This design comes from an exercise in tuning for small area on the open sky130 flow, not from production work. The RTL was checked by simulation tests, not by an equivalence proof against the original design. Power figures rest on the tool's default switching activity, not on a simulated workload.

[flow/flow/run.sh]
#!/bin/bash
# 1. the standard synthesis, unchanged.
# 2. Area-oriented re-mapping of its combinational gates (flow/remap.tcl);
#    registers, adder cells and tie cells are untouched.
# 3. the standard layout of that netlist, with ports buffered by the
#    smallest buffer and a clock tree with larger leaf clusters and no
#    dummy loads.
# Each tool's output goes to a log file of its own in this folder.
set -euo pipefail
W=$PWD
bash standard.sh synth > log_1_synth.log 2>&1
R=orfs/results/$FLOW_PLATFORM/cpu/base
cp $R/1_2_yosys.v standard_synth.v
mv orfs orfs_synth
YOSYS=$(command -v yosys || echo $FLOW_HOME/../tools/install/yosys/bin/yosys)
REMAP_LIB=$FLOW_HOME/platforms/$FLOW_PLATFORM/lib/sky130_fd_sc_hd__tt_025C_1v80.lib \
REMAP_IN=$W/standard_synth.v REMAP_OUT=$W/remapped.v REMAP_TOP=$FLOW_TOP \
REMAP_SCRIPT=$W/flow/remap.abc REMAP_DIR=$W \
  $YOSYS -c flow/remap.tcl > log_2_remap.log 2>&1
bash standard.sh \
  "SYNTH_NETLIST_FILES=$W/remapped.v" \
  "BUFFER_PORTS_ARGS=-buffer_cell sky130_fd_sc_hd__buf_1" \
  "CTS_ARGS=-sink_clustering_enable -repair_clock_nets -dont_use_dummy_load -buf_list sky130_fd_sc_hd__clkbuf_8 -sink_clustering_size 16 -sink_clustering_max_diameter 60" \
  finish > log_3_layout.log 2>&1
[flow/flow/remap.abc]
strash
dch -f
amap -F 4 -A 10 -m
topo
[flow/flow/remap.tcl]
# Re-map the combinational logic of the standard synthesis with an
# area-oriented ABC script.  Flip-flops, adder cells and tie cells are kept
# as they are (same instances, names and cell types); only the gates between
# them are unmapped to plain logic and mapped again.
yosys -import
set lib $::env(REMAP_LIB)
set dir $::env(REMAP_DIR)
set keep {sky130_fd_sc_hd__df* sky130_fd_sc_hd__edf* sky130_fd_sc_hd__sdf* sky130_fd_sc_hd__sedf*
          sky130_fd_sc_hd__dlx* sky130_fd_sc_hd__dlr* sky130_fd_sc_hd__dlclkp* sky130_fd_sc_hd__sdlclkp*
          sky130_fd_sc_hd__fa_* sky130_fd_sc_hd__fah* sky130_fd_sc_hd__ha_* sky130_fd_sc_hd__conb_*}
set dont_use {}
foreach p {sky130_fd_sc_hd__probe_p_8 sky130_fd_sc_hd__probec_p_8 sky130_fd_sc_hd__lpflow_*
           sky130_fd_sc_hd__clk* sky130_fd_sc_hd__dly* sky130_fd_sc_hd__buf_*} {
  lappend dont_use -dont_use $p
}

# every cell as its function; the kept ones as black boxes
read_liberty -ignore_miss_func $lib
foreach p $keep { setattr -mod -set blackbox 1 $p }
read_verilog $::env(REMAP_IN)
hierarchy -top $::env(REMAP_TOP)
tee -o $dir/remap_before.txt stat -liberty $lib
flatten
opt -purge
abc -liberty $lib {*}$dont_use -script $::env(REMAP_SCRIPT) -D 500000
opt_clean -purge
setundef -zero
hilomap -singleton -hicell sky130_fd_sc_hd__conb_1 HI -locell sky130_fd_sc_hd__conb_1 LO
insbuf -buf sky130_fd_sc_hd__buf_1 A X
splitnets
opt_clean -purge
# cell definitions for the checks below (flatten dropped the unused ones)
read_liberty -lib -overwrite $lib
tee -o $dir/remap_after.txt stat -liberty $lib
check -assert
write_verilog -noattr -nohex -nodec $::env(REMAP_OUT)
[flow/standard.sh]
#!/bin/bash
# synth_recipe.tcl (not shown) runs the flow's synth.tcl, then flattens the netlist and writes it again
# the make line also repeats each setting of config.mk as NAME=value (left out here)
make -C /OpenROAD-flow-scripts/flow DESIGN_CONFIG=/design/flow/config.mk WORK_HOME=/design/flow/orfs CLKGATE_MAP_FILE= SYNTH_SCRIPT=/design/flow/synth_recipe.tcl "${@:-finish}"
[flow/config.mk]
export PLATFORM = sky130hd
export DESIGN_NAME = cpu
export DESIGN_NICKNAME = cpu
export VERILOG_FILES = /design/flow/design.v
export SDC_FILE = /design/flow/constraint.sdc
export NUM_CORES = 8
export LEC_CHECK = 0
export ABC_AREA = 1
export CAP_MARGIN = 15
export CORE_MARGIN = 2
export CORE_UTILIZATION = 65
export PLACE_DENSITY = 0.75
export SLEW_MARGIN = 15
[flow/constraint.sdc]
create_clock -name core_clock -period 500.0 [get_ports {clk}]
set_input_delay 100.0000 -clock core_clock [delete_from_list [all_inputs] [get_ports {clk}]]
set_output_delay 100.0000 -clock core_clock [all_outputs]
set_load 0.01 [all_outputs]
[flow/design.v]
`timescale 1ns / 1ps
module muldiv(
    input           clk,
    input           rst,
    input           ph1,       
    input           mul,       
    input           sga,       
    input           sgb,       
    input  [31:0]   a,
    input  [31:0]   b,
    output [31:0]   hi,
    output [31:0]   lo
    );
    wire na = sga & a[31];
    wire nb = sgb & b[31];
    wire [31:0] ua, ub;
    cneg32 neg_a(.x(a), .n(na), .ci(1'b0), .y(ua), .any());
    cneg32 neg_b(.x(b), .n(nb), .ci(1'b0), .y(ub), .any());
    wire [31:0] k = ub ^ {32{~mul}};
    wire [31:0] zb;
    assign zb[31] = 1'b1;
    genvar zi;
    generate
        for (zi = 30; zi >= 0; zi = zi - 1) begin : g_zb
            assign zb[zi] = zb[zi+1] & ~ub[zi+1];
        end
    endgenerate
    reg  [31:0] st_w;
    reg  [15:0] st_u0, st_u1;
    wire [31:0] row_in  [0:16];
    wire [15:0] u0, u1;
    assign row_in[0] = ph1 ? 32'b0 : st_w;
    genvar p, j;
    generate
        for (p = 0; p < 16; p = p + 1) begin : g_row
            localparam POL = p % 2;
            wire abit = ph1 ? ua[31 - p] : ua[15 - p];
            wire [31:0] y = { row_in[p][30:0], (~mul & abit) ^ POL[0] };
            wire [32:0] c;
            wire [31:0] s;
            assign c[0] = ~mul ^ POL[0];
            for (j = 0; j < 32; j = j + 1) begin : g_cell
                wire x = k[j] ^ POL[0];
                assign s[j]   = y[j] ^ x ^ c[j];
                assign c[j+1] = (y[j] & x) | (c[j] & (y[j] ^ x));
            end
            wire co   = c[32] ^ POL[0];
            wire top  = row_in[p][31] ^ POL[0];
            wire q    = ph1 ? (zb[p] & (c[p+1] ^ POL[0])) : (zb[p+16] & (c[p+17] ^ POL[0]));
            wire sel  = mul ? abit : q;
            assign row_in[p+1] = ~(sel ? s : y);
            assign u0[p] = mul ? (top ^ (abit & co)) : q;
            assign u1[p] = abit & top & co;
        end
    endgenerate
    always @(negedge clk or posedge rst)
        if (rst) begin
            st_w  <= 32'b0;
            st_u0 <= 16'b0;
            st_u1 <= 16'b0;
        end else begin
            st_w  <= row_in[16];
            st_u0 <= u0;
            st_u1 <= u1;
        end
    wire [31:0] U0 = { st_u0[0],  st_u0[1],  st_u0[2],  st_u0[3],  st_u0[4],  st_u0[5],
                       st_u0[6],  st_u0[7],  st_u0[8],  st_u0[9],  st_u0[10], st_u0[11],
                       st_u0[12], st_u0[13], st_u0[14], st_u0[15],
                       u0[0],  u0[1],  u0[2],  u0[3],  u0[4],  u0[5],  u0[6],  u0[7],
                       u0[8],  u0[9],  u0[10], u0[11], u0[12], u0[13], u0[14], u0[15] };
    wire [31:0] U1 = { st_u1[0],  st_u1[1],  st_u1[2],  st_u1[3],  st_u1[4],  st_u1[5],
                       st_u1[6],  st_u1[7],  st_u1[8],  st_u1[9],  st_u1[10], st_u1[11],
                       st_u1[12], st_u1[13], st_u1[14], st_u1[15],
                       u1[0],  u1[1],  u1[2],  u1[3],  u1[4],  u1[5],  u1[6],  u1[7],
                       u1[8],  u1[9],  u1[10], u1[11], u1[12], u1[13], u1[14], u1[15] };
    wire [31:0] w = row_in[16];
    wire [31:0] mh;
    wire [32:0] hc;
    assign hc[0] = 1'b0;
    generate
        for (j = 0; j < 32; j = j + 1) begin : g_hadd
            wire u1s = (j == 0) ? 1'b0 : U1[j-1];
            assign mh[j]   = U0[j] ^ u1s ^ hc[j];
            assign hc[j+1] = (U0[j] & u1s) | (hc[j] & (U0[j] ^ u1s));
        end
    endgenerate
    wire [31:0] hi_u = mul ? mh : w;
    wire [31:0] lo_u = mul ? w : U0;
    wire n_lo = na ^ nb;
    wire n_hi = mul ? n_lo : na;
    wire lo_any;
    cneg32 neg_lo(.x(lo_u), .n(n_lo), .ci(1'b0), .y(lo), .any(lo_any));
    cneg32 neg_hi(.x(hi_u), .n(n_hi), .ci(mul & lo_any), .y(hi), .any());
endmodule
module cneg32(
    input  [31:0] x,
    input         n,
    input         ci,
    output [31:0] y,
    output        any
    );
    wire [32:0] o;
    assign o[0] = ci;
    genvar j;
    generate
        for (j = 0; j < 32; j = j + 1) begin : g
            assign y[j]   = x[j] ^ (n & o[j]);
            assign o[j+1] = o[j] | x[j];
        end
    endgenerate
    assign any = o[32];
endmodule
`timescale 1ns / 1ps
module cpu(
    input           clk,
    input           rst,
    output [31:0]   pc,
    input  [31:0]   imem_data,
    output          dmem_en,
    output          dmem_we,
    output [3:0]    dmem_be,
    output [9:0]    dmem_addr,
    output [31:0]   dmem_wdata,
    input  [31:0]   dmem_rdata,
    output [31:0]   out_reg6,
    output [31:0]   out_reg7,
    output [31:0]   out_reg15,
    output [31:0]   out_reg16
);
    localparam F_ADD = 5'd0, F_SUB = 5'd1, F_AND = 5'd2, F_OR = 5'd3, F_XOR = 5'd4,
               F_NOR = 5'd5, F_LUI = 5'd6, F_SLT = 5'd7, F_SLTU = 5'd8, F_MDHI = 5'd9,
               F_P = 5'd12, F_HI = 5'd13, F_LO = 5'd14, F_CLZ = 5'd15, F_MUL = 5'd16;
    localparam H_MUL = 2'd0, H_DIV = 2'd1, H_RS = 2'd2;
    localparam S_W = 2'd0, S_H = 2'd1, S_B = 2'd2;
    reg  [31:0] pc_r;
    reg  [31:0] id_instr;
    reg  [31:0] id_pc4;
    reg         f_stall, f_is_rs, f_is_rt;
    reg  [31:0] f_rs, f_rt;
    wire        n_stall, n_is_rs, n_is_rt;
    wire [31:0] n_rs, n_rt;
    reg  [31:0] e_a, e_b, e_p;
    reg  [4:0]  e_fn;
    reg         e_hw, e_lw, e_sga, e_sgb;
    reg  [1:0]  e_hsrc;
    reg         e_men, e_mwe, e_msg;
    reg  [1:0]  e_msz;
    reg         e_wena, e_mfc0;
    reg  [4:0]  e_rdc;
    reg  [31:0] m_val;
    reg  [11:0] m_addr;
    reg         m_en, m_we, m_sg;
    reg  [1:0]  m_sz;
    reg         m_wena, m_mfc0;
    reg  [4:0]  m_rdc;
    reg  [31:0] w_val;
    reg         w_wena;
    reg  [4:0]  w_rdc;
    reg  [31:0] hi_r, lo_r;
    wire        stall = n_stall;
    reg ph_p, ph_n;
    always @(posedge clk or posedge rst)
        if (rst) ph_p <= 1'b0;
        else     ph_p <= ~ph_p;
    always @(negedge clk or posedge rst)
        if (rst) ph_n <= 1'b0;
        else     ph_n <= ph_p;
    wire ph1 = ph_p ^ ph_n;
    wire [31:0] ins = id_instr;
    wire [5:0]  op  = ins[31:26];
    wire [5:0]  fn  = ins[5:0];
    wire [4:0]  rsc = ins[25:21];
    wire [4:0]  rtc = ins[20:16];
    wire [4:0]  rdf = ins[15:11];
    wire        opR = (op == 6'b000000);
    wire d_addi    = (op == 6'b001000);
    wire d_addiu   = (op == 6'b001001);
    wire d_andi    = (op == 6'b001100);
    wire d_ori     = (op == 6'b001101);
    wire d_sltiu   = (op == 6'b001011);
    wire d_lui     = (op == 6'b001111);
    wire d_xori    = (op == 6'b001110);
    wire d_slti    = (op == 6'b001010);
    wire d_beq     = (op == 6'b000100);
    wire d_bne     = (op == 6'b000101);
    wire d_j       = (op == 6'b000010);
    wire d_jal     = (op == 6'b000011);
    wire d_bgez    = (op == 6'b000001);
    wire d_lw      = (op == 6'b100011);
    wire d_lh      = (op == 6'b100001);
    wire d_lhu     = (op == 6'b100101);
    wire d_lb      = (op == 6'b100000);
    wire d_lbu     = (op == 6'b100100);
    wire d_sw      = (op == 6'b101011);
    wire d_sh      = (op == 6'b101001);
    wire d_sb      = (op == 6'b101000);
    wire d_addu    = opR & (fn == 6'b100001);
    wire d_and     = opR & (fn == 6'b100100);
    wire d_jr      = opR & (fn == 6'b001000);
    wire d_xor     = opR & (fn == 6'b100110);
    wire d_nor     = opR & (fn == 6'b100111);
    wire d_or      = opR & (fn == 6'b100101);
    wire d_sll     = opR & (fn == 6'b000000);
    wire d_sllv    = opR & (fn == 6'b000100);
    wire d_sltu    = opR & (fn == 6'b101011);
    wire d_sra     = opR & (fn == 6'b000011);
    wire d_srl     = opR & (fn == 6'b000010);
    wire d_subu    = opR & (fn == 6'b100011);
    wire d_add     = opR & (fn == 6'b100000);
    wire d_sub     = opR & (fn == 6'b100010);
    wire d_slt     = opR & (fn == 6'b101010);
    wire d_srlv    = opR & (fn == 6'b000110);
    wire d_srav    = opR & (fn == 6'b000111);
    wire d_divu    = opR & (fn == 6'b011011);
    wire d_jalr    = opR & (fn == 6'b001001);
    wire d_mfhi    = opR & (fn == 6'b010000);
    wire d_mflo    = opR & (fn == 6'b010010);
    wire d_mthi    = opR & (fn == 6'b010001);
    wire d_mtlo    = opR & (fn == 6'b010011);
    wire d_multu   = opR & (fn == 6'b011001);
    wire d_syscall = opR & (fn == 6'b001100);
    wire d_div     = opR & (fn == 6'b011010);
    wire d_teq     = opR & (fn == 6'b110100);
    wire d_break   = opR & (fn == 6'b001101);
    wire d_clz     = (op == 6'b011100) & (fn == 6'b100000);
    wire d_mul     = (op == 6'b011100) & (fn == 6'b000010);
    wire d_eret    = (op == 6'b010000) & (fn == 6'b011000);
    wire d_mfc0    = (ins[31:21] == 11'b01000000000) & (ins[10:3] == 8'b0);
    wire d_mtc0    = (ins[31:21] == 11'b01000000100) & (ins[10:3] == 8'b0);
    wire d_load  = d_lw | d_lh | d_lhu | d_lb | d_lbu;
    wire d_store = d_sw | d_sh | d_sb;
    wire rs_rena = d_addi | d_addiu | d_andi | d_ori | d_sltiu | d_xori | d_slti | d_addu |
                   d_and | d_beq | d_bne | d_jr | d_xor | d_nor | d_or | d_sllv | d_sltu |
                   d_subu | d_add | d_sub | d_slt | d_srlv | d_srav | d_clz | d_divu |
                   d_jalr | d_load | d_store | d_mul | d_multu | d_teq | d_div;
    wire rt_rena = d_addu | d_and | d_beq | d_bne | d_xor | d_nor | d_or | d_sll | d_sllv |
                   d_sltu | d_sra | d_srl | d_subu | d_add | d_sub | d_slt | d_srlv |
                   d_srav | d_divu | d_store | d_mtc0 | d_mul | d_multu | d_teq | d_div;
    wire grp_r   = d_add | d_addu | d_sub | d_subu | d_and | d_or | d_xor | d_nor | d_slt |
                   d_sltu | d_sll | d_srl | d_sra | d_sllv | d_srlv | d_srav | d_clz |
                   d_jalr | d_mfhi | d_mflo | d_mul;
    wire grp_i   = d_addi | d_addiu | d_andi | d_ori | d_xori | d_load | d_slti | d_sltiu |
                   d_lui | d_mfc0;
    wire rd_wena = grp_r | grp_i | d_jal;
    wire [4:0] rd_addr = grp_i ? rtc : (d_jal ? 5'd31 : rdf);
    wire b_imm    = d_addi | d_addiu | d_andi | d_ori | d_xori | d_slti | d_sltiu | d_load |
                    d_store | d_lui;
    wire imm_sign = d_addi | d_addiu | d_sltiu | d_slti;
    wire [31:0] imm = { {16{imm_sign & ins[15]}}, ins[15:0] };
    wire d_sh_l   = d_sll | d_sllv;
    wire d_sh_ra  = d_sra | d_srav;
    wire d_sh_any = d_sll | d_srl | d_sra | d_sllv | d_srlv | d_srav;
    wire d_sh_var = d_sllv | d_srlv | d_srav;
    wire [4:0] sh_k   = d_sh_var ? rs_v[4:0] : ins[10:6];
    wire       sh_big = d_sh_var & (|rs_v[31:5]);
    wire [31:0] sh_oh = 32'b1 << sh_k;
    wire [31:0] sh_ohr;
    assign sh_ohr[0] = sh_oh[0];
    genvar si;
    generate
        for (si = 1; si < 32; si = si + 1) begin : g_ohr
            assign sh_ohr[si] = sh_oh[32 - si];
        end
    endgenerate
    wire [31:0] sh_pow = d_sh_l  ? (sh_big ? 32'b0 : sh_oh) :
                         d_sh_ra ? (sh_big ? 32'b1 : sh_ohr) :
                                   (sh_big ? 32'b0 : sh_ohr);
    wire sh_hi = d_sh_any & ~d_sh_l & ((sh_k != 5'd0) | sh_big);
    reg [4:0] d_fn;
    always @(*) begin
        if (d_sub | d_subu)              d_fn = F_SUB;
        else if (d_and | d_andi)         d_fn = F_AND;
        else if (d_or | d_ori)           d_fn = F_OR;
        else if (d_xor | d_xori)         d_fn = F_XOR;
        else if (d_nor)                  d_fn = F_NOR;
        else if (d_lui)                  d_fn = F_LUI;
        else if (d_slt | d_slti)         d_fn = F_SLT;
        else if (d_sltu | d_sltiu)       d_fn = F_SLTU;
        else if (sh_hi)                  d_fn = F_MDHI;
        else if (d_sh_any)               d_fn = F_MUL;
        else if (d_jal | d_jalr | d_mfc0 | d_store) d_fn = F_P;
        else if (d_mfhi)                 d_fn = F_HI;
        else if (d_mflo)                 d_fn = F_LO;
        else if (d_clz)                  d_fn = F_CLZ;
        else if (d_mul)                  d_fn = F_MUL;
        else                             d_fn = F_ADD;
    end
    wire [1023:0] gflat;
    wire [31:0]   gvalid;
    assign gflat[31:0] = 32'b0;
    assign gvalid[0]   = 1'b0;
    wire wb_we = w_wena & (w_rdc != 5'd0);
    genvar gi;
    generate
        for (gi = 1; gi < 32; gi = gi + 1) begin : g_gpr
            reg [31:0] q;
            wire we = wb_we & (w_rdc == gi);
            if (gi == 6 || gi == 7 || gi == 15 || gi == 16) begin : g_rst
                always @(posedge clk or posedge rst)
                    if (rst)     q <= 32'b0;
                    else if (we) q <= w_val;
                assign gvalid[gi] = 1'b1;
            end else begin : g_val
                reg v;
                always @(posedge clk)
                    if (we) q <= w_val;
                always @(posedge clk or posedge rst)
                    if (rst)     v <= 1'b0;
                    else if (we) v <= 1'b1;
                assign gvalid[gi] = v;
            end
            assign gflat[gi*32 +: 32] = q;
        end
    endgenerate
    assign out_reg6  = g_gpr[6].q;
    assign out_reg7  = g_gpr[7].q;
    assign out_reg15 = g_gpr[15].q;
    assign out_reg16 = g_gpr[16].q;
    wire [4:0]  rf_ra = ph1 ? rsc : rtc;
    wire [31:0] rf_q  = gflat[rf_ra*32 +: 32] & {32{gvalid[rf_ra]}};
    reg  [31:0] rf_rs_q;
    always @(negedge clk or posedge rst)
        if (rst) rf_rs_q <= 32'b0;
        else     rf_rs_q <= rf_q;
    wire [31:0] rf_rt_q = rf_q;
    wire        byp_rs  = w_wena & (w_rdc == rsc) & (rsc != 5'd0);
    wire        byp_rt  = w_wena & (w_rdc == rtc);
    wire [31:0] rf_rs = byp_rs ? w_val : rf_rs_q;
    wire [31:0] rf_rt = (rt_rena & (rtc != 5'd0)) ? (byp_rt ? w_val : rf_rt_q) : 32'b0;
    wire rt_rd = rt_rena & (rtc != 5'd0);
    wire [31:0] rs_v = (n_rs & {32{n_is_rs}}) | (w_val & {32{~n_is_rs & byp_rs}}) |
                       (rf_rs_q & {32{~n_is_rs & ~byp_rs}});
    wire [31:0] rt_v = (n_rt & {32{n_is_rt}}) | (w_val & {32{~n_is_rt & rt_rd & byp_rt}}) |
                       (rf_rt_q & {32{~n_is_rt & rt_rd & ~byp_rt}});
    wire [1023:0] cflat;
    wire [31:0]   cvalid;
    wire [31:0]   status;
    wire [31:0]   epc;
    wire exc = status[0] & ((d_syscall & status[1]) | (d_break & status[2]) | (d_teq & status[3]));
    wire [4:0] cause = d_break ? 5'b01001 : (d_syscall ? 5'b01000 : (d_teq ? 5'b01101 : 5'b0));
    wire [31:0] epc_in;
    dec30 epc_dec(.x(id_pc4[31:2]), .y(epc_in[31:2]));
    assign epc_in[1:0] = id_pc4[1:0];
    generate
        for (gi = 0; gi < 32; gi = gi + 1) begin : g_c0
            reg [31:0] q;
            wire wsel = d_mtc0 & (rdf == gi);
            if (gi == 12) begin : g_st
                always @(posedge clk or posedge rst)
                    if (rst)         q <= 32'b0;
                    else if (wsel)   q <= rt_v;
                    else if (d_mtc0) q <= q;
                    else if (exc)    q <= { q[26:0], 5'b0 };
                    else if (d_eret) q <= { 5'b0, q[31:5] };
                assign cvalid[gi] = 1'b1;
            end else if (gi == 13) begin : g_ca
                always @(posedge clk or posedge rst)
                    if (rst)                  q <= 32'b0;
                    else if (wsel)            q <= rt_v;
                    else if (~d_mtc0 & exc)   q <= { 25'd0, cause, 2'd0 };
                assign cvalid[gi] = 1'b1;
            end else if (gi == 14) begin : g_epc
                always @(posedge clk or posedge rst)
                    if (rst)                  q <= 32'b0;
                    else if (wsel)            q <= rt_v;
                    else if (~d_mtc0 & exc)   q <= epc_in;
                assign cvalid[gi] = 1'b1;
            end else begin : g_val
                reg v;
                always @(posedge clk)
                    if (wsel) q <= rt_v;
                always @(posedge clk or posedge rst)
                    if (rst)       v <= 1'b0;
                    else if (wsel) v <= 1'b1;
                assign cvalid[gi] = v;
            end
            assign cflat[gi*32 +: 32] = q;
        end
    endgenerate
    assign status = g_c0[12].q;
    assign epc    = g_c0[14].q;
    wire [31:0] c0_rd = cflat[rdf*32 +: 32] & {32{cvalid[rdf] & d_mfc0}};
    wire eq = (rs_v == rt_v);
    wire branch = (d_beq & eq) | (d_bne & ~eq) | d_bgez | d_j | d_jr | d_jal |
                  d_jalr | (d_teq & eq) | (~d_teq & exc);
    wire btaken = (d_beq | d_bne | d_bgez) & branch;
    wire [31:0] pc4_if, baddr;
    inc30 pc_inc(.x(pc_r[31:2]), .y(pc4_if[31:2]));
    assign pc4_if[1:0] = pc_r[1:0];
    wire [1:0] baddr_hi_unused;
    add32 br_add(.a({ 2'b0, id_pc4[31:2] }), .b({ {16{ins[15]}}, ins[15:0] }), .ci(1'b0),
                 .s({ baddr_hi_unused, baddr[31:2] }), .co());
    assign baddr[1:0] = id_pc4[1:0];
    wire [31:0] jaddr  = { id_pc4[31:28], ins[25:0], 2'b00 };
    wire n_eret = d_eret;
    wire n_br   = btaken;
    wire n_j    = d_j | d_jal;
    wire n_jr   = d_jr | d_jalr;
    wire n_exc  = exc;
    wire n_seq  = ~(n_eret | n_br | n_j | n_jr | n_exc);
    wire [31:0] npc = (epc & {32{n_eret}}) | (baddr & {32{n_br}}) | (jaddr & {32{n_j}}) |
                      (rs_v & {32{n_jr}}) | ({32{n_exc}} & 32'h00400004) |
                      (pc4_if & {32{n_seq}});
    assign pc = pc_r;
    always @(posedge clk or posedge rst)
        if (rst)         pc_r <= 32'h00400000;
        else if (~stall) pc_r <= npc;
    always @(posedge clk or posedge rst)
        if (rst)         id_instr <= 32'b0;
        else if (branch) id_instr <= 32'b0;
        else if (~stall) id_instr <= imem_data;
    always @(posedge clk)
        if (~stall) id_pc4 <= pc4_if;
    wire e_load = e_men & ~e_mwe;
    always @(posedge clk or posedge rst)
        if (rst) begin
            e_wena <= 1'b0; e_men <= 1'b0; e_hw <= 1'b0; e_lw <= 1'b0;
        end else if (stall) begin
            e_wena <= 1'b0; e_men <= 1'b0; e_hw <= 1'b0; e_lw <= 1'b0;
        end else begin
            e_wena <= rd_wena;
            e_men  <= d_load | d_store;
            e_hw   <= d_mul | d_multu | d_div | d_divu | d_mthi;
            e_lw   <= d_mul | d_multu | d_div | d_divu | d_mtlo;
        end
    always @(posedge clk) begin
        e_a    <= (rt_v & {32{d_sh_any}}) | (rs_v & {32{~d_sh_any}});
        e_b    <= (sh_pow & {32{d_sh_any}}) | (imm & {32{b_imm}}) | (rt_v & {32{~d_sh_any & ~b_imm}});
        e_p    <= ({32{d_jal | d_jalr}} & id_pc4) | c0_rd | rt_v;
        e_fn   <= d_fn;
        e_sga  <= d_mul | d_div | d_sh_ra;
        e_sgb  <= d_mul | d_div;
        e_hsrc <= (d_div | d_divu) ? H_DIV : H_MUL;
        e_mwe  <= d_store;
        e_msz  <= (d_lh | d_lhu | d_sh) ? S_H : ((d_lb | d_lbu | d_sb) ? S_B : S_W);
        e_msg  <= d_lh | d_lb;
        e_rdc  <= rd_addr;
        e_mfc0 <= d_mfc0;
    end
    wire [31:0] A = e_a;
    wire [31:0] B = e_b;
    wire        sub = (e_fn == F_SUB) | (e_fn == F_SLT) | (e_fn == F_SLTU);
    wire [32:0] sum;
    add32 alu_add(.a(A), .b(B ^ {32{sub}}), .ci(sub), .s(sum[31:0]), .co(sum[32]));
    wire        lt_u = ~sum[32];
    wire        lt_s = (A[31] ^ B[31]) ? A[31] : sum[31];
    reg [5:0] clz;
    integer ci;
    always @(*) begin
        clz = 6'd32;
        for (ci = 0; ci < 32; ci = ci + 1)
            if (A[ci]) clz = 6'd31 - ci[5:0];
    end
    wire [31:0] md_hi, md_lo;
    muldiv muldiv_inst(
        .clk(clk), .rst(rst), .ph1(ph1), .mul(e_hsrc == H_MUL), .sga(e_sga), .sgb(e_sgb),
        .a(A), .b(B), .hi(md_hi), .lo(md_lo));
    wire [3:0] lg_tt = (e_fn == F_AND) ? 4'b1000 :
                       (e_fn == F_OR)  ? 4'b1110 :
                       (e_fn == F_XOR) ? 4'b0110 : 4'b0001;
    wire [31:0] lg;
    generate
        for (si = 0; si < 32; si = si + 1) begin : g_lg
            assign lg[si] = lg_tt[{ A[si], B[si] }];
        end
    endgenerate
    wire f_arith = (e_fn == F_ADD) | (e_fn == F_SUB);
    wire f_logic = (e_fn == F_AND) | (e_fn == F_OR) | (e_fn == F_XOR) | (e_fn == F_NOR);
    wire [31:0] ex_val = (sum[31:0] & {32{f_arith}}) | (lg & {32{f_logic}}) |
                         ({ B[15:0], 16'b0 } & {32{e_fn == F_LUI}}) |
                         { 31'b0, (lt_s & (e_fn == F_SLT)) | (lt_u & (e_fn == F_SLTU)) } |
                         (md_hi & {32{e_fn == F_MDHI}}) | (md_lo & {32{e_fn == F_MUL}}) |
                         (e_p & {32{e_fn == F_P}}) |
                         (hi_r & {32{hi_v & (e_fn == F_HI)}}) | (lo_r & {32{lo_v & (e_fn == F_LO)}}) |
                         ({ 26'b0, clz } & {32{e_fn == F_CLZ}});
    wire [31:0] ex_fwd = e_mfc0 ? 32'b0 : ex_val;
    reg hi_v, lo_v;
    always @(posedge clk) begin
        if (e_hw) hi_r <= md_hi;
        if (e_lw) lo_r <= md_lo;
    end
    always @(posedge clk or posedge rst)
        if (rst) begin
            hi_v <= 1'b0;
            lo_v <= 1'b0;
        end else begin
            if (e_hw) hi_v <= 1'b1;
            if (e_lw) lo_v <= 1'b1;
        end
    always @(posedge clk or posedge rst)
        if (rst) begin
            m_en   <= 1'b0;
            m_wena <= 1'b0;
        end else begin
            m_en   <= e_men;
            m_wena <= e_wena;
        end
    always @(posedge clk) begin
        m_val  <= ex_val;
        m_addr <= sum[11:0];
        m_we   <= e_mwe;
        m_sz   <= e_msz;
        m_sg   <= e_msg;
        m_rdc  <= e_rdc;
        m_mfc0 <= e_mfc0;
    end
    wire [1:0] alo = m_addr[1:0];
    assign dmem_en   = m_en;
    assign dmem_we   = m_we;
    assign dmem_addr = m_addr[11:2];
    assign dmem_be   = (m_sz == S_W) ? 4'b1111 :
                       (m_sz == S_H) ? ((alo == 2'b00) ? 4'b0011 : ((alo == 2'b10) ? 4'b1100 : 4'b0000)) :
                       (4'b0001 << alo);
    assign dmem_wdata = (m_sz == S_W) ? m_val :
                        (m_sz == S_H) ? { m_val[15:0], m_val[15:0] } : {4{m_val[7:0]}};
    reg [31:0] ld;
    always @(*) begin
        case (m_sz)
            S_H: begin
                case (alo)
                    2'b00:   ld = { {16{m_sg & dmem_rdata[15]}}, dmem_rdata[15:0] };
                    2'b10:   ld = { {16{m_sg & dmem_rdata[31]}}, dmem_rdata[31:16] };
                    default: ld = 32'b0;
                endcase
            end
            S_B: begin
                case (alo)
                    2'b00:   ld = { {24{m_sg & dmem_rdata[7]}},  dmem_rdata[7:0] };
                    2'b01:   ld = { {24{m_sg & dmem_rdata[15]}}, dmem_rdata[15:8] };
                    2'b10:   ld = { {24{m_sg & dmem_rdata[23]}}, dmem_rdata[23:16] };
                    default: ld = { {24{m_sg & dmem_rdata[31]}}, dmem_rdata[31:24] };
                endcase
            end
            default: ld = dmem_rdata;
        endcase
    end
    wire        m_load  = m_en & ~m_we;
    wire [31:0] wb_in   = m_load ? ld : m_val;
    wire [31:0] mem_fwd = m_mfc0 ? 32'b0 : wb_in;
    always @(posedge clk or posedge rst)
        if (rst) w_wena <= 1'b0;
        else     w_wena <= m_wena;
    always @(posedge clk) begin
        w_val <= wb_in;
        w_rdc <= m_rdc;
    end
    wire ex_hit_rs  = e_wena & rs_rena & (e_rdc == rsc);
    wire ex_hit_rt  = e_wena & rt_rena & (e_rdc == rtc);
    wire mem_hit_rs = m_wena & rs_rena & (m_rdc == rsc);
    wire mem_hit_rt = m_wena & rt_rena & (m_rdc == rtc);
    assign n_stall = ~f_stall & (ex_hit_rs | ex_hit_rt) & e_load;
    assign n_is_rs = f_stall ? f_is_rs : (ex_hit_rs | mem_hit_rs);
    assign n_is_rt = f_stall ? f_is_rt : (ex_hit_rt | mem_hit_rt);
    wire rs_mem = f_stall ? f_is_rs : (~ex_hit_rs & mem_hit_rs);
    wire rs_ex  = ~f_stall & ex_hit_rs & ~e_load;
    wire rs_old = ~rs_mem & ~rs_ex;
    wire rt_mem = f_stall ? (~f_is_rs & f_is_rt) : (~ex_hit_rt & mem_hit_rt);
    wire rt_ex  = ~f_stall & ex_hit_rt & ~e_load;
    wire rt_old = ~rt_mem & ~rt_ex;
    assign n_rs = (wb_in  & {32{rs_mem & ~m_mfc0}}) | (ex_val & {32{rs_ex & ~e_mfc0}}) |
                  (f_rs   & {32{rs_old}});
    assign n_rt = (wb_in  & {32{rt_mem & ~m_mfc0}}) | (ex_val & {32{rt_ex & ~e_mfc0}}) |
                  (f_rt   & {32{rt_old}});
    always @(posedge clk or posedge rst)
        if (rst) begin
            f_stall <= 1'b0;
            f_is_rs <= 1'b0;
            f_is_rt <= 1'b0;
            f_rs    <= 32'b0;
            f_rt    <= 32'b0;
        end else begin
            f_stall <= n_stall;
            f_is_rs <= n_is_rs;
            f_is_rt <= n_is_rt;
            f_rs    <= n_rs;
            f_rt    <= n_rt;
        end
endmodule
module add32(
    input  [31:0] a,
    input  [31:0] b,
    input         ci,
    output [31:0] s,
    output        co
    );
    wire [32:0] c;
    assign c[0] = ci;
    genvar j;
    generate
        for (j = 0; j < 32; j = j + 1) begin : g
            assign s[j]   = a[j] ^ b[j] ^ c[j];
            assign c[j+1] = (a[j] & b[j]) | (c[j] & (a[j] ^ b[j]));
        end
    endgenerate
    assign co = c[32];
endmodule
module inc30(
    input  [29:0] x,
    output [29:0] y
    );
    wire [30:0] c;
    assign c[0] = 1'b1;
    genvar j;
    generate
        for (j = 0; j < 30; j = j + 1) begin : g
            assign y[j]   = x[j] ^ c[j];
            assign c[j+1] = x[j] & c[j];
        end
    endgenerate
endmodule
module dec30(
    input  [29:0] x,
    output [29:0] y
    );
    wire [30:0] bw;
    assign bw[0] = 1'b1;
    genvar j;
    generate
        for (j = 0; j < 30; j = j + 1) begin : g
            assign y[j]    = x[j] ^ bw[j];
            assign bw[j+1] = ~x[j] & bw[j];
        end
    endgenerate
endmodule
==> metrics.log, run 1 <==
[metrics] average detailed-routed wire length per instance: 37.2 um
[metrics] Sequential Power Share: 44.8%
[metrics] routed wire length on met3: 70,500 um
[metrics] power consumption: 624 uW
[metrics] number of global-route vias before repair: 93,700
[metrics] post-cts sizing count: 0
[metrics] first-pass iteration count of the detailed router: 17
[metrics] endpoint class of the critical path: register
[metrics] actual slew at the worst max-slew pin: 1.32 ns
[metrics] number of buffers inserted during clock tree synthesis: 199
[metrics] internal power component: 370 uW
[metrics] number of hold violations in the final report: 0
[metrics] launch point of the worst hold path: e_rdc[4]
[metrics] TritonCTS clock tree: done
[metrics] CTS H-tree lvls: 4
[metrics] leakage component of the power: 48.3 nW
[metrics] top routing layer in use: met5
[metrics] count of cell instances traversed by the critical path: 623
[metrics] Comb power frac: 38.9%
[metrics] Crit path largest cell delay: 0.94 ns
[metrics] most frequent CP cell: fa_1
[metrics] Die Width: 437 um
[metrics] max-cap check violation count: 0
[metrics] post-route cell area: 132,000 sq um
[metrics] critical path class: register to register
[metrics] clock share of power: 16.3%
[metrics] initial cell density of the core: 65.2%
[metrics] post-synthesis cell area: 122,000 sq um
[metrics] crit-path max FO: 50
[metrics] sum of routed wire length over all layers: 473,000 um
[metrics] wl on met1: 149,000 um
[metrics] number of design rule violations left after detail routing: 0
[metrics] Top Ports: 274
[metrics] number of buffer cells added on primary ports: 273
[metrics] family of cells with the greatest summed delay on the critical path: adder cells
[metrics] met2 routed wirelength: 207,000 um
[metrics] min setup slack post-route: 47.13 ns
[metrics] total vias in the final route: 97,700
[metrics] unrepaired setup endpoints after global routing: false
[metrics] area inside the core boundary: 187,000 sq um
[metrics] result of the run: finished clean
[metrics] setup tns final: 0 ns
[metrics] Most flops, register: g_c0.q
[metrics] Seq. pwr: 279 uW
[metrics] number of rows created at floorplan: 159
[metrics] post-route antenna net violation count: 0
[metrics] DRC violation total after the first TritonRoute iteration: 16,800
[metrics] Worst Hold Class: register to register
[metrics] destination of the worst register-to-register timing path: pc_r[3]
[metrics] Clock Latency Late Sink: 1.07 ns
[metrics] count of placed standard cells including taps: 12,500
[metrics] post-synthesis net count: 10,200
[metrics] maximum number of pins on one net before global-route repair: 166
[metrics] Critical Path End: pc_r[3]
[metrics] Mean Syn Cell Area: 12.8 sq um
[metrics] Yosys warnings: 0
[metrics] crit start category: register
[metrics] Fin Clk Skew: 0.254 ns
[metrics] combinational group power: 243 uW
[metrics] maximum VDD drop: 5.05 uV
[metrics] required time of the worst setup path: 500.83 ns
[metrics] synth-to-layout area growth: 8.47%
[metrics] reg2reg setup slack: 47.13 ns
[metrics] tightest slew margin relative to the limit: 12.0%
[metrics] final standard cell utilization of the core: 70.7%
[metrics] NumNets Final: 10,900
[metrics] sw frac: 40.7%
[metrics] setup fix buffers added after clock tree synthesis: 0
[metrics] hold buffer count at CTS: 0
[metrics] Non-Filler Instances: 12,700
[metrics] global-route wire length before repair: 669,000 um
[metrics] synthesized netlist cell count: 9,505
[metrics] Total Die Area: 191,000 sq um
[metrics] worst slack, placed: 48.35 ns
[metrics] gr ovfl total: 0
[metrics] GRT Overall Usage: 49.1%
[metrics] Leading power group: sequential cells
[metrics] vias per cell: 7.68
[metrics] layout cell share with drive strength beyond 1: 7.37%
[metrics] power in the clock group: 102 uW
[metrics] reported net switching power: 254 uW
[metrics] buffers plus inverters on the worst setup path: 74
[metrics] area of placed instances: 130,000 sq um
[metrics] origin of the worst setup path: ph_n
[metrics] buffer levels on the longest clock path: 3
[metrics] final count of pins violating max slew: 0
[metrics] worst hold path endpoint: m_rdc[4]
[metrics] worst hold stages: 0
[metrics] half-perimeter wire length after detailed placement: 318,000 um
[metrics] flip-flop count of the largest register, all copies and words added: 1,024
[metrics] Crit Reg-Reg Startpoint: ph_n
[metrics] biggest registers after layout: g_c0.q: 1024 flops, g_gpr.q: 992 flops
[metrics] Clock transition at path regs: 0.11 ns
[metrics] Chip Height: 437 um
[metrics] clock net sink count: 2,610
[metrics] worst-case reg-to-reg path depth: 623
[metrics] routability congestion estimate from global placement: 1.09
[metrics] power density over cell area: 4.71 nW/um^2
[metrics] worst hold margin: 0.302 ns
[metrics] arrival time at the worst endpoint: 453.70 ns
[metrics] CP max stage cell: inv_1
[metrics] library cell used as clock root buffer: clkbuf_8
[metrics] final-report setup violation count: 0
[metrics] number of antenna violations at the first check in global routing: 30
[placed cells by master, fill, tap and decap left out, drive strengths merged, types with 36 or more instances in the layout]
cell,count
nor2,813
inv,812
dfrtn,96
a221o,154
o22a,283
fa,570
nand2,486
edfxtp,1888
nand3,44
dfrtp,420
o22ai,1129
o32ai,36
a222oi,211
a22oi,117
a31oi,82
a221oi,108
o221a,44
a21oi,302
buf,659
dfxtp,205
clkbuf,199
o21ai,621
nor3,113
ha,75
nor2b,36
o221ai,285
or2,88
[routing by layer]
layer,up-vias,GRT usage [%]
met5,-,0.151
met4,20,37.6
met1,47400,60.3
met2,9119,72.2
met3,2303,16.4
li1,38800,-
[cell type report]
class	count	area, sq um
clock buffers	199	2740
fillers	12700	54800
repair buffers	659	3990
multi-input cells	5912	45600
well taps	2495	3120
flip-flops and latches	2610	73700
inverters	815	3120
diodes	28	70.1
==> inputs of run 2 (changes only) <==
--- a/flow/config.mk
+++ b/flow/config.mk
@@ -10,4 +10,4 @@
 export CORE_MARGIN = 2
-export CORE_UTILIZATION = 65
-export PLACE_DENSITY = 0.75
+export CORE_UTILIZATION = 72
+export PLACE_DENSITY = 0.82
 export SLEW_MARGIN = 15
==> metrics.log, run 2 <==
[metrics] half-perimeter wire length after detailed placement: 315,000 um (was 318,000 um)
[metrics] synth-to-layout area growth: 8.06% (was 8.47%)
[metrics] destination of the worst register-to-register timing path: pc_r[28] (was pc_r[3])
[metrics] worst hold margin: 0.338 ns (was 0.302 ns)
[metrics] sw frac: 41.0% (was 40.7%)
[metrics] power in the clock group: 101 uW (was 102 uW)
[metrics] required time of the worst setup path: 500.94 ns (was 500.83 ns)
[metrics] TritonCTS clock tree: done (unchanged)
[metrics] most common cell after layout, fill and taps aside: edfxtp_1 (unchanged)
[metrics] synthesized netlist cell count: 9,505 (unchanged)
[metrics] post-synthesis net count: 10,200 (unchanged)
[metrics] number of hold violations in the final report: 0 (unchanged)
[metrics] setup fix buffers added after clock tree synthesis: 0 (unchanged)
[metrics] power consumption: 625 uW (was 624 uW)
[metrics] global-route wire length before repair: 681,000 um (was 669,000 um)
[metrics] initial cell density of the core: 72.3% (was 65.2%)
[metrics] final count of pins violating max slew: 0 (unchanged)
[metrics] Chip Height: 416 um (was 437 um)
[metrics] library cell used as clock root buffer: clkbuf_8 (unchanged)
[metrics] setup tns final: 0 ns (unchanged)
[metrics] buffers plus inverters on the worst setup path: 76 (was 74)
[metrics] CP max stage cell: inv_1 (unchanged)
[metrics] DRC violation total after the first TritonRoute iteration: 21,500 (was 16,800)
[metrics] number of design rule violations left after detail routing: 0 (unchanged)
[metrics] Most flops, register: g_c0.q (unchanged)
[metrics] Comb power frac: 38.8% (was 38.9%)
[metrics] biggest registers after layout: g_c0.q: 1024 flops, g_gpr.q: 992 flops (unchanged)
[metrics] vias per cell: 8.17 (was 7.68)
[metrics] clock share of power: 16.2% (was 16.3%)
[metrics] Top Ports: 274 (unchanged)
[metrics] first-pass iteration count of the detailed router: 14 (was 17)
[metrics] post-route antenna net violation count: 0 (unchanged)
[metrics] Yosys warnings: 0 (unchanged)
[metrics] actual slew at the worst max-slew pin: 1.41 ns (was 1.32 ns)
[metrics] area inside the core boundary: 169,000 sq um (was 187,000 sq um)
[metrics] number of rows created at floorplan: 151 (was 159)
[metrics] worst hold path endpoint: m_rdc[4] (unchanged)
[metrics] Leading power group: sequential cells (unchanged)
[metrics] reg2reg setup slack: 46.02 ns (was 47.13 ns)
[metrics] power density over cell area: 4.74 nW/um^2 (was 4.71 nW/um^2)
[metrics] endpoint class of the critical path: register (unchanged)
[metrics] Seq. pwr: 281 uW (was 279 uW)
[metrics] count of cell instances traversed by the critical path: 628 (was 623)
[metrics] area of the multi-input gates: 45,600 sq um (about the same)
[metrics] internal power component: 368 uW (was 370 uW)
[metrics] most frequent CP cell: fa_1 (unchanged)
[metrics] worst hold stages: 0 (unchanged)
[metrics] final-report setup violation count: 0 (unchanged)
[metrics] clock net sink count: 2,610 (unchanged)
[metrics] NumNets Final: 10,900 (about the same)
[metrics] Die Width: 416 um (was 437 um)
[metrics] number of filler cells placed in the layout: 9,642 (was 12,700)
[metrics] Mean Syn Cell Area: 12.8 sq um (unchanged)
[metrics] area used by sequential logic in the layout: 73,800 sq um (was 73,700 sq um)
[metrics] arrival time at the worst endpoint: 454.92 ns (was 453.70 ns)
[metrics] Critical Path End: pc_r[28] (was pc_r[3])
[metrics] reported net switching power: 256 uW (was 254 uW)
[metrics] post-cts sizing count: 0 (unchanged)
[metrics] Crit Reg-Reg Startpoint: ph_n (unchanged)
[metrics] CTS H-tree lvls: 4 (unchanged)
[metrics] flip-flop count of the largest register, all copies and words added: 1,024 (unchanged)
[metrics] crit start category: register (unchanged)
[metrics] most used cells in the layout excluding fill and tap cells: edfxtp_1, o22ai_1, inv_1, nor2_1, o21ai_0 (unchanged)
[metrics] number of antenna violations at the first check in global routing: 39 (was 30)
[metrics] combinational group power: 242 uW (was 243 uW)
[metrics] max-cap check violation count: 0 (unchanged)
[metrics] unrepaired setup endpoints after global routing: false (unchanged)
[metrics] tightest slew margin relative to the limit: 5.06% (was 12.0%)
[metrics] Sequential Power Share: 45.1% (was 44.8%)
[metrics] Clock Latency Late Sink: 1.10 ns (was 1.07 ns)
[metrics] number of buffer cells added on primary ports: 273 (unchanged)
[metrics] hold buffer count at CTS: 0 (unchanged)
[metrics] origin of the worst setup path: ph_n (unchanged)
[metrics] Clock transition at path regs: 0.10 ns (was 0.11 ns)
[metrics] routability congestion estimate from global placement: 1.12 (was 1.09)
[metrics] critical path class: register to register (unchanged)
[metrics] worst-case reg-to-reg path depth: 628 (was 623)
[metrics] launch point of the worst hold path: e_rdc[4] (unchanged)
[metrics] maximum number of pins on one net before global-route repair: 141 (was 166)
[metrics] leakage component of the power: 48.2 nW (was 48.3 nW)
[metrics] Fin Clk Skew: 0.305 ns (was 0.254 ns)
[metrics] GRT Overall Usage: 55.1% (was 49.1%)
[metrics] maximum VDD drop: 4.61 uV (was 5.05 uV)
[metrics] Crit path largest cell delay: 0.89 ns (was 0.94 ns)
[metrics] Worst Hold Class: register to register (unchanged)
[metrics] layout cell share with drive strength beyond 1: 7.20% (was 7.37%)
[metrics] average detailed-routed wire length per instance: 38.7 um (was 37.2 um)
[metrics] result of the run: finished clean (unchanged)
[metrics] family of cells with the greatest summed delay on the critical path: adder cells (unchanged)
[metrics] number of buffers inserted during clock tree synthesis: 193 (was 199)
[metrics] buffer levels on the longest clock path: 3 (unchanged)
[metrics] Total Die Area: 173,000 sq um (was 191,000 sq um)
[metrics] total vias in the final route: 101,000 (was 97,700)
[metrics] crit-path max FO: 50 (unchanged)
[metrics] post-synthesis cell area: 122,000 sq um (unchanged)
[metrics] number of global-route vias before repair: 97,600 (was 93,700)
[metrics] sum of routed wire length over all layers: 480,000 um (was 473,000 um)
[metrics] gr ovfl total: 0 (unchanged)
## run 2: stage by stage
stage               cells  worst slack (ns)  util [%]  area [sq um]
floorplan            9505             45.52         -        122000
detailed placement  12200             47.30      76.4        129000
global placement    12200             50.89      76.4        129000
CTS                 12400             47.18      78.0        132000
global route        12400             36.79      78.1        132000
finish              12400             46.02      78.1        132000
## run 2: final cells by class
class | count | share of cell area, %
Sequential cell | 2610 | 55.9
Tap cell | 2218 | 2.10
Antenna cell | 20 | 0.0379
Multi-Input combinational cell | 5912 | 34.6
Timing Repair Buffer | 639 | 2.98
Inverter | 815 | 2.37
Clock buffer | 193 | 2.01
## run 2: routing by layer
metal / GRT usage [%] / up-vias / share of wire [%]
li1: - / 38800 / -
met3: 23.2 / 3234 / 18
met1: 65.3 / 47900 / 29
met2: 78.4 / 11500 / 42
met4: 46.2 / 42 / 11
met5: 0.695 / - / 0.096
==> inputs of run 3 (changes only) <==
--- a/flow/flow/run.sh
+++ b/flow/flow/run.sh
@@ -22,3 +22,5 @@
   "BUFFER_PORTS_ARGS=-buffer_cell sky130_fd_sc_hd__buf_1" \
-  "CTS_ARGS=-sink_clustering_enable -repair_clock_nets -dont_use_dummy_load -buf_list sky130_fd_sc_hd__clkbuf_8 -sink_clustering_size 16 -sink_clustering_max_diameter 60" \
+  "RECOVER_POWER=100" \
+  "POST_GLOBAL_ROUTE_TCL=$W/flow/post_grt.tcl" \
+  "CTS_ARGS=-sink_clustering_enable -repair_clock_nets -dont_use_dummy_load -buf_list sky130_fd_sc_hd__clkbuf_8 -sink_clustering_size 12 -sink_clustering_max_diameter 100" \
   finish > log_3_layout.log 2>&1
==> flow/flow/post_grt.tcl (new file) <==
# After power recovery (which downsizes gates off the critical paths), fix
# the slew and capacitance limits again, then update the routing guides.
global_route -start_incremental
repair_design -slew_margin $::env(SLEW_MARGIN) -cap_margin $::env(CAP_MARGIN) -verbose
detailed_placement
global_route -end_incremental
estimate_parasitics -global_routing
report_check_types -max_slew -max_capacitance -violators
write_guides $::env(RESULTS_DIR)/route.guide
--- a/flow/config.mk
+++ b/flow/config.mk
@@ -8,6 +8,6 @@
 export ABC_AREA = 1
-export CAP_MARGIN = 15
+export CAP_MARGIN = 25
 export CORE_MARGIN = 2
-export CORE_UTILIZATION = 72
-export PLACE_DENSITY = 0.82
-export SLEW_MARGIN = 15
+export CORE_UTILIZATION = 65
+export PLACE_DENSITY = 0.75
+export SLEW_MARGIN = 25
==> metrics.log, run 3 <==
[metrics] result of the run: finished clean (unchanged)
[metrics] launch point of the worst hold path: e_msz[1] (was e_rdc[4])
[metrics] count of cell instances traversed by the critical path: 629 (was 628)
[metrics] flip-flop count of the largest register, all copies and words added: 1,024 (unchanged)
[metrics] sw frac: 40.6% (was 41.0%)
[metrics] total vias in the final route: 98,900 (was 101,000)
[metrics] first-pass iteration count of the detailed router: 14 (unchanged)
[metrics] number of rows created at floorplan: 159 (was 151)
[metrics] CP max stage cell: inv_1 (unchanged)
[metrics] worst hold stages: 0 (unchanged)
[metrics] Comb power frac: 38.6% (was 38.8%)
[metrics] buffer levels on the longest clock path: 3 (unchanged)
[metrics] CTS H-tree lvls: 4 (unchanged)
[metrics] most frequent CP cell: fa_1 (unchanged)
[metrics] initial cell density of the core: 65.2% (was 72.3%)
[metrics] worst hold path endpoint: m_sz[1] (was m_rdc[4])
[metrics] final count of pins violating max slew: 0 (unchanged)
[metrics] Worst Hold Class: register to register (unchanged)
[metrics] setup tns final: 0 ns (unchanged)
[metrics] number of buffers inserted during clock tree synthesis: 238 (was 193)
[metrics] biggest registers after layout: g_c0.q: 1024 flops, g_gpr.q: 992 flops (unchanged)
[metrics] worst-case reg-to-reg path depth: 629 (was 628)
[metrics] critical path class: register to register (unchanged)
[metrics] vias per cell: 7.69 (was 8.17)
[metrics] power in the clock group: 111 uW (was 101 uW)
[metrics] combinational group power: 246 uW (was 242 uW)
[metrics] Die Width: 437 um (was 416 um)
[metrics] post-synthesis net count: 10,200 (unchanged)
[metrics] power density over cell area: 4.73 nW/um^2 (was 4.74 nW/um^2)
[metrics] sum of routed wire length over all layers: 479,000 um (was 480,000 um)
[metrics] reg2reg setup slack: 43.52 ns (was 46.02 ns)
[metrics] number of hold violations in the final report: 0 (unchanged)
[metrics] worst hold margin: 0.333 ns (was 0.338 ns)
[metrics] Most flops, register: g_c0.q (unchanged)
[metrics] worst slack, placed: 48.58 ns (was 47.30 ns)
[metrics] Yosys warnings: 0 (unchanged)
[metrics] average detailed-routed wire length per instance: 37.2 um (was 38.7 um)
[metrics] internal power component: 378 uW (was 368 uW)
[metrics] buffers plus inverters on the worst setup path: 77 (was 76)
[metrics] Non-Filler Instances: 12,900 (was 12,400)
[metrics] actual slew at the worst max-slew pin: 1.27 ns (was 1.41 ns)
[metrics] post-route antenna net violation count: 0 (unchanged)
[metrics] final standard cell utilization of the core: 71.9% (was 78.1%)
[metrics] family of cells with the greatest summed delay on the critical path: adder cells (unchanged)
[metrics] origin of the worst setup path: ph_n (unchanged)
[metrics] Seq. pwr: 280 uW (was 281 uW)
[metrics] clock share of power: 17.5% (was 16.2%)
[metrics] post-synthesis cell area: 122,000 sq um (unchanged)
[metrics] endpoint class of the critical path: register (unchanged)
[metrics] number of design rule violations left after detail routing: 0 (unchanged)
[metrics] destination of the worst register-to-register timing path: pc_r[25] (was pc_r[28])
[metrics] hold buffer count at CTS: 0 (unchanged)
[metrics] routability congestion estimate from global placement: 1.09 (was 1.12)
[metrics] Sequential Power Share: 43.9% (was 45.1%)
[metrics] Top Ports: 274 (unchanged)
[metrics] area inside the core boundary: 187,000 sq um (was 169,000 sq um)
[metrics] synth-to-layout area growth: 10.2% (was 8.06%)
[metrics] GRT Overall Usage: 49.3% (was 55.1%)
[metrics] count of placed standard cells including taps: 12,500 (was 12,200)
[metrics] maximum VDD drop: 5.76 uV (was 4.61 uV)
[metrics] number of global-route vias before repair: 94,500 (was 97,600)
[metrics] Crit path largest cell delay: 0.81 ns (was 0.89 ns)
[metrics] global-route wire length before repair: 672,000 um (was 681,000 um)
[metrics] leakage component of the power: 49.2 nW (was 48.2 nW)
[metrics] final-report setup violation count: 0 (unchanged)
[metrics] layout cell share with drive strength beyond 1: 8.16% (was 7.20%)
[metrics] library cell used as clock root buffer: clkbuf_8 (unchanged)
[metrics] number of antenna violations at the first check in global routing: 36 (was 39)
[metrics] Crit Reg-Reg Startpoint: ph_n (unchanged)
[metrics] Total Die Area: 191,000 sq um (was 173,000 sq um)
[metrics] most used cells in the layout excluding fill and tap cells: edfxtp_1, o22ai_1, inv_1, nor2_1, o21ai_0 (unchanged)
[metrics] half-perimeter wire length after detailed placement: 318,000 um (was 315,000 um)
[metrics] Clock Latency Late Sink: 1.09 ns (was 1.10 ns)
[metrics] arrival time at the worst endpoint: 457.47 ns (was 454.92 ns)
[metrics] Leading power group: sequential cells (unchanged)
[metrics] NumNets Final: 11,100 (was 10,900)
[metrics] Clock transition at path regs: 0.09 ns (was 0.10 ns)
[metrics] setup fix buffers added after clock tree synthesis: 0 (unchanged)
[metrics] crit-path max FO: 49 (was 50)
[metrics] Chip Height: 437 um (was 416 um)
[metrics] DRC violation total after the first TritonRoute iteration: 17,400 (was 21,500)
[metrics] reported net switching power: 258 uW (was 256 uW)
[metrics] Critical Path End: pc_r[25] (was pc_r[28])
[metrics] crit start category: register (unchanged)
[metrics] Fin Clk Skew: 0.289 ns (was 0.305 ns)
[metrics] required time of the worst setup path: 500.99 ns (was 500.94 ns)
[metrics] post-cts sizing count: 0 (unchanged)
[metrics] synthesized netlist cell count: 9,505 (unchanged)
[metrics] clock net sink count: 2,610 (unchanged)
[metrics] Mean Syn Cell Area: 12.8 sq um (unchanged)
[metrics] gr ovfl total: 0 (unchanged)
[metrics] TritonCTS clock tree: done (unchanged)
[metrics] most common cell after layout, fill and taps aside: edfxtp_1 (unchanged)
[metrics] max-cap check violation count: 0 (unchanged)
[metrics] maximum number of pins on one net before global-route repair: 166 (was 141)
[metrics] tightest slew margin relative to the limit: 15.6% (was 5.06%)
[metrics] min setup slack post-route: 43.52 ns (was 46.02 ns)
[metrics] number of buffer cells added on primary ports: 273 (unchanged)
## run 3: changes by cell type in the layout (fill, tap and decap cells not counted), sizes merged
cell,delta
clkbuf,+258
buf,-90
diode,+8
inv,-7
clkinv,+4
clkinvlp,+3
## run 3: stage by stage
stage	cell area (sq um)	power, mW
final	135000	0.636
after global placement	130000	0.509
after detailed placement	130000	0.515
after floorplan	122000	0.420
after CTS	133000	0.621
## run 3: layout make-up
| class | instances | area [sq um] |
|---|---|---|
| Sequential cell | 2610 | 73700 |
| Fill cell | 12400 | 52600 |
| Multi-Input combinational cell | 5912 | 45600 |
| Timing Repair Buffer | 762 | 5690 |
| Clock buffer | 238 | 3280 |
| Tap cell | 2495 | 3120 |
| Inverter | 815 | 3110 |
| Antenna cell | 28 | 70.1 |
## run 3: metal layers
layer,track usage (%),vias up,share of wire (%)
li1,-,39100,-
met5,0.252,-,0.047
met2,72.8,9420,44
met3,16.5,2438,15
met1,60.3,47900,31
met4,37.4,26,9.9
==> inputs of run 4 (changes only) <==
--- a/flow/design.v
+++ b/flow/design.v
@@ -10,4 +10,4 @@
     input  [31:0]   b,
-    output [31:0]   hi,
-    output [31:0]   lo
+    output [31:0]   ow,        
+    output [31:0]   oh         
     );
@@ -52,3 +52,3 @@
             assign u0[p] = mul ? (top ^ (abit & co)) : q;
-            assign u1[p] = abit & top & co;
+            assign u1[p] = mul & abit & top & co;
         end
@@ -86,9 +86,7 @@
     endgenerate
-    wire [31:0] hi_u = mul ? mh : w;
-    wire [31:0] lo_u = mul ? w : U0;
-    wire n_lo = na ^ nb;
-    wire n_hi = mul ? n_lo : na;
-    wire lo_any;
-    cneg32 neg_lo(.x(lo_u), .n(n_lo), .ci(1'b0), .y(lo), .any(lo_any));
-    cneg32 neg_hi(.x(hi_u), .n(n_hi), .ci(mul & lo_any), .y(hi), .any());
+    wire n_h = na ^ nb;
+    wire n_w = mul ? n_h : na;
+    wire w_any;
+    cneg32 neg_w(.x(w),  .n(n_w), .ci(1'b0),        .y(ow), .any(w_any));
+    cneg32 neg_h(.x(mh), .n(n_h), .ci(mul & w_any), .y(oh), .any());
 endmodule
@@ -131,3 +129,3 @@
                F_NOR = 5'd5, F_LUI = 5'd6, F_SLT = 5'd7, F_SLTU = 5'd8, F_MDHI = 5'd9,
-               F_P = 5'd12, F_HI = 5'd13, F_LO = 5'd14, F_CLZ = 5'd15, F_MUL = 5'd16;
+               F_A = 5'd12, F_HI = 5'd13, F_LO = 5'd14, F_CLZ = 5'd15, F_MUL = 5'd16;
     localparam H_MUL = 2'd0, H_DIV = 2'd1, H_RS = 2'd2;
@@ -141,3 +139,3 @@
     wire [31:0] n_rs, n_rt;
-    reg  [31:0] e_a, e_b, e_p;
+    reg  [31:0] e_a, e_b;
     reg  [4:0]  e_fn;
@@ -158,3 +156,3 @@
     reg  [4:0]  w_rdc;
-    reg  [31:0] hi_r, lo_r;
+    reg  [31:0] hl_a, hl_b;    
     wire        stall = n_stall;
@@ -280,3 +278,3 @@
         else if (d_sh_any)               d_fn = F_MUL;
-        else if (d_jal | d_jalr | d_mfc0 | d_store) d_fn = F_P;
+        else if (d_jal | d_jalr | d_mfc0 | d_store) d_fn = F_A;
         else if (d_mfhi)                 d_fn = F_HI;
@@ -413,2 +411,7 @@
         if (~stall) id_pc4 <= pc4_if;
+    wire d_mem    = d_load | d_store;
+    wire e_sel_rt = d_sh_any | d_store;
+    wire e_sel_rs = ~(e_sel_rt | d_jal | d_jalr | d_mfc0);
+    wire [11:0] maddr;
+    add12 ma_add(.a(rs_v[11:0]), .b(ins[11:0]), .s(maddr));
     wire e_load = e_men & ~e_mwe;
@@ -426,5 +429,6 @@
     always @(posedge clk) begin
-        e_a    <= (rt_v & {32{d_sh_any}}) | (rs_v & {32{~d_sh_any}});
-        e_b    <= (sh_pow & {32{d_sh_any}}) | (imm & {32{b_imm}}) | (rt_v & {32{~d_sh_any & ~b_imm}});
-        e_p    <= ({32{d_jal | d_jalr}} & id_pc4) | c0_rd | rt_v;
+        e_a    <= (rt_v & {32{e_sel_rt}}) | (rs_v & {32{e_sel_rs}}) |
+                  (id_pc4 & {32{d_jal | d_jalr}}) | c0_rd;
+        e_b    <= (sh_pow & {32{d_sh_any}}) | (imm & {32{b_imm & ~d_mem}}) |
+                  ({ 20'b0, maddr } & {32{d_mem}}) | (rt_v & {32{~d_sh_any & ~b_imm}});
         e_fn   <= d_fn;
@@ -453,6 +457,6 @@
     end
-    wire [31:0] md_hi, md_lo;
+    wire [31:0] md_hi, md_lo;    
     muldiv muldiv_inst(
         .clk(clk), .rst(rst), .ph1(ph1), .mul(e_hsrc == H_MUL), .sga(e_sga), .sgb(e_sgb),
-        .a(A), .b(B), .hi(md_hi), .lo(md_lo));
+        .a(A), .b(B), .oh(md_hi), .ow(md_lo));
     wire [3:0] lg_tt = (e_fn == F_AND) ? 4'b1000 :
@@ -472,4 +476,5 @@
                          (md_hi & {32{e_fn == F_MDHI}}) | (md_lo & {32{e_fn == F_MUL}}) |
-                         (e_p & {32{e_fn == F_P}}) |
-                         (hi_r & {32{hi_v & (e_fn == F_HI)}}) | (lo_r & {32{lo_v & (e_fn == F_LO)}}) |
+                         (A & {32{e_fn == F_A}}) |
+                         (hl_a & {32{((e_fn == F_HI) & hi_v & ~hl_s) | ((e_fn == F_LO) & lo_v & hl_s)}}) |
+                         (hl_b & {32{((e_fn == F_HI) & hi_v & hl_s) | ((e_fn == F_LO) & lo_v & ~hl_s)}}) |
                          ({ 26'b0, clz } & {32{e_fn == F_CLZ}});
@@ -477,5 +482,9 @@
     reg hi_v, lo_v;
+    reg hl_s;
+    wire hl_we_a = (e_hw & ~hl_s) | (e_lw & hl_s);
+    wire hl_we_b = (e_hw & hl_s) | (e_lw & ~hl_s);
     always @(posedge clk) begin
-        if (e_hw) hi_r <= md_hi;
-        if (e_lw) lo_r <= md_lo;
+        if (hl_we_a) hl_a <= md_lo;
+        if (hl_we_b) hl_b <= md_hi;
+        if (e_hw & e_lw) hl_s <= (e_hsrc == H_MUL);
     end
@@ -499,3 +508,3 @@
         m_val  <= ex_val;
-        m_addr <= sum[11:0];
+        m_addr <= B[11:0];
         m_we   <= e_mwe;
@@ -622,2 +631,17 @@
         end
+    endgenerate
+endmodule
+module add12(
+    input  [11:0] a,
+    input  [11:0] b,
+    output [11:0] s
+    );
+    wire [12:0] c;
+    assign c[0] = 1'b0;
+    genvar j;
+    generate
+        for (j = 0; j < 12; j = j + 1) begin : g
+            assign s[j]   = a[j] ^ b[j] ^ c[j];
+            assign c[j+1] = (a[j] & b[j]) | (c[j] & (a[j] ^ b[j]));
+        end
     endgenerate
--- a/flow/flow/run.sh
+++ b/flow/flow/run.sh
@@ -22,5 +22,3 @@
   "BUFFER_PORTS_ARGS=-buffer_cell sky130_fd_sc_hd__buf_1" \
-  "RECOVER_POWER=100" \
-  "POST_GLOBAL_ROUTE_TCL=$W/flow/post_grt.tcl" \
-  "CTS_ARGS=-sink_clustering_enable -repair_clock_nets -dont_use_dummy_load -buf_list sky130_fd_sc_hd__clkbuf_8 -sink_clustering_size 12 -sink_clustering_max_diameter 100" \
+  "CTS_ARGS=-sink_clustering_enable -repair_clock_nets -dont_use_dummy_load -buf_list sky130_fd_sc_hd__clkbuf_8 -sink_clustering_size 16 -sink_clustering_max_diameter 60" \
   finish > log_3_layout.log 2>&1
--- a/flow/config.mk
+++ b/flow/config.mk
@@ -8,6 +8,7 @@
 export ABC_AREA = 1
-export CAP_MARGIN = 25
+export CAP_MARGIN = 15
 export CORE_MARGIN = 2
 export CORE_UTILIZATION = 65
+export GPL_ROUTABILITY_DRIVEN = 0
 export PLACE_DENSITY = 0.75
-export SLEW_MARGIN = 25
+export SLEW_MARGIN = 15
removed: flow/flow/post_grt.tcl
==> metrics.log, run 4 <==
[metrics] arrival time at the worst endpoint: 449.80 ns (was 457.47 ns)
[metrics] number of design rule violations left after detail routing: 0 (unchanged)
[metrics] most used cells in the layout excluding fill and tap cells: edfxtp_1, o22ai_1, inv_1, nor2_1, fa_1 (was edfxtp_1, o22ai_1, inv_1, nor2_1, o21ai_0)
[metrics] half-perimeter wire length after detailed placement: 291,000 um (was 318,000 um)
[metrics] Comb power frac: 41.7% (was 38.6%)
[metrics] Crit Reg-Reg Startpoint: ph_n (unchanged)
[metrics] min setup slack post-route: 51.07 ns (was 43.52 ns)
[metrics] reported net switching power: 270 uW (was 258 uW)
[metrics] destination of the worst register-to-register timing path: pc_r[5] (was pc_r[25])
[metrics] critical path class: register to register (unchanged)
[metrics] Worst Hold Class: register to register (unchanged)
[metrics] number of buffer cells added on primary ports: 273 (unchanged)
[metrics] layout cell share with drive strength beyond 1: 7.01% (was 8.16%)
[metrics] number of filler cells placed in the layout: 12,900 (was 12,400)
[metrics] final-report setup violation count: 0 (unchanged)
[metrics] setup tns final: 0 ns (unchanged)
[metrics] power density over cell area: 4.91 nW/um^2 (was 4.73 nW/um^2)
[metrics] post-cts sizing count: 0 (unchanged)
[metrics] most frequent CP cell: fa_1 (unchanged)
[metrics] Top Ports: 274 (unchanged)
[metrics] post-synthesis net count: 10,300 (was 10,200)
[metrics] area inside the core boundary: 186,000 sq um (was 187,000 sq um)
[metrics] count of cell instances traversed by the critical path: 597 (was 629)
[metrics] global-route wire length before repair: 634,000 um (was 672,000 um)
[metrics] Critical Path End: pc_r[5] (was pc_r[25])
[metrics] result of the run: finished clean (unchanged)
[metrics] GRT Overall Usage: 45.8% (was 49.3%)
[metrics] actual slew at the worst max-slew pin: 1.33 ns (was 1.27 ns)
[metrics] buffers plus inverters on the worst setup path: 68 (was 77)
[metrics] synthesized netlist cell count: 9,538 (was 9,505)
[metrics] worst-case reg-to-reg path depth: 597 (was 629)
[metrics] post-synthesis cell area: 122,000 sq um (about the same)
[metrics] Fin Clk Skew: 0.274 ns (was 0.289 ns)
[metrics] Sequential Power Share: 43.1% (was 43.9%)
[metrics] initial cell density of the core: 65.5% (was 65.2%)
[metrics] CP max stage cell: a222oi_1 (was inv_1)
[metrics] average detailed-routed wire length per instance: 34.6 um (was 37.2 um)
[metrics] area of the multi-input gates: 45,700 sq um (was 45,600 sq um)
[metrics] Most flops, register: g_c0.q (unchanged)
[metrics] worst hold margin: 0.323 ns (was 0.333 ns)
[metrics] biggest registers after layout: g_c0.q: 1024 flops, g_gpr.q: 992 flops (unchanged)
[metrics] required time of the worst setup path: 500.87 ns (was 500.99 ns)
[metrics] post-route antenna net violation count: 0 (unchanged)
[metrics] number of global-route vias before repair: 93,300 (was 94,500)
[metrics] internal power component: 377 uW (was 378 uW)
[metrics] library cell used as clock root buffer: clkbuf_8 (unchanged)
[metrics] clock share of power: 15.2% (was 17.5%)
[metrics] area used by sequential logic in the layout: 73,100 sq um (was 73,700 sq um)
[metrics] buffer levels on the longest clock path: 3 (unchanged)
[metrics] Die Width: 437 um (about the same)
[metrics] max-cap check violation count: 0 (unchanged)
[metrics] TritonCTS clock tree: done (unchanged)
[metrics] sum of routed wire length over all layers: 440,000 um (was 479,000 um)
[metrics] Yosys warnings: 0 (unchanged)
[metrics] first-pass iteration count of the detailed router: 17 (was 14)
[metrics] setup fix buffers added after clock tree synthesis: 0 (unchanged)
[metrics] family of cells with the greatest summed delay on the critical path: adder cells (unchanged)
[metrics] power in the clock group: 98.5 uW (was 111 uW)
[metrics] Chip Height: 437 um (about the same)
[metrics] number of hold violations in the final report: 0 (unchanged)
[metrics] Mean Syn Cell Area: 12.8 sq um (about the same)
[metrics] maximum VDD drop: 3.59 uV (was 5.76 uV)
[metrics] Total Die Area: 191,000 sq um (about the same)
[metrics] number of antenna violations at the first check in global routing: 34 (was 36)
[metrics] hold buffer count at CTS: 0 (unchanged)
[metrics] CTS H-tree lvls: 4 (unchanged)
[metrics] number of buffers inserted during clock tree synthesis: 188 (was 238)
[metrics] Seq. pwr: 279 uW (was 280 uW)
[metrics] crit start category: register (unchanged)
[metrics] sw frac: 41.7% (was 40.6%)
[metrics] most common cell after layout, fill and taps aside: edfxtp_1 (unchanged)
[run 4: through the flow]
stage / area, sq um / total power, mW / util, % / std cells
floorplan: 122000 / 0.438 / - / 9538
global placement: 129000 / 0.525 / 69.4 / 12500
detailed placement: 129000 / 0.536 / 69.4 / 12500
CTS: 131000 / 0.630 / 70.8 / 12700
global route: 132000 / 0.672 / 70.9 / 12700
finish: 132000 / 0.647 / 70.9 / 12700
[run 4: routing by layer]
metal / GRT usage [%] / up-vias / share of wire, %
li1: - / 38800 / -
met3: 17.2 / 2410 / 16
met1: 58.7 / 46900 / 32
met4: 34.1 / 10 / 9.8
met2: 63.7 / 9065 / 42
met5: 0.302 / - / 0.025
[run 4: area by class of cell]
class	count	share of cell area, %
Sequential cell	2579	55.5
Multi-Input combinational cell	5966	34.7
Timing Repair Buffer	642	2.96
Inverter	825	2.40
Tap cell	2480	2.36
Clock buffer	188	1.96
Antenna cell	41	0.0779
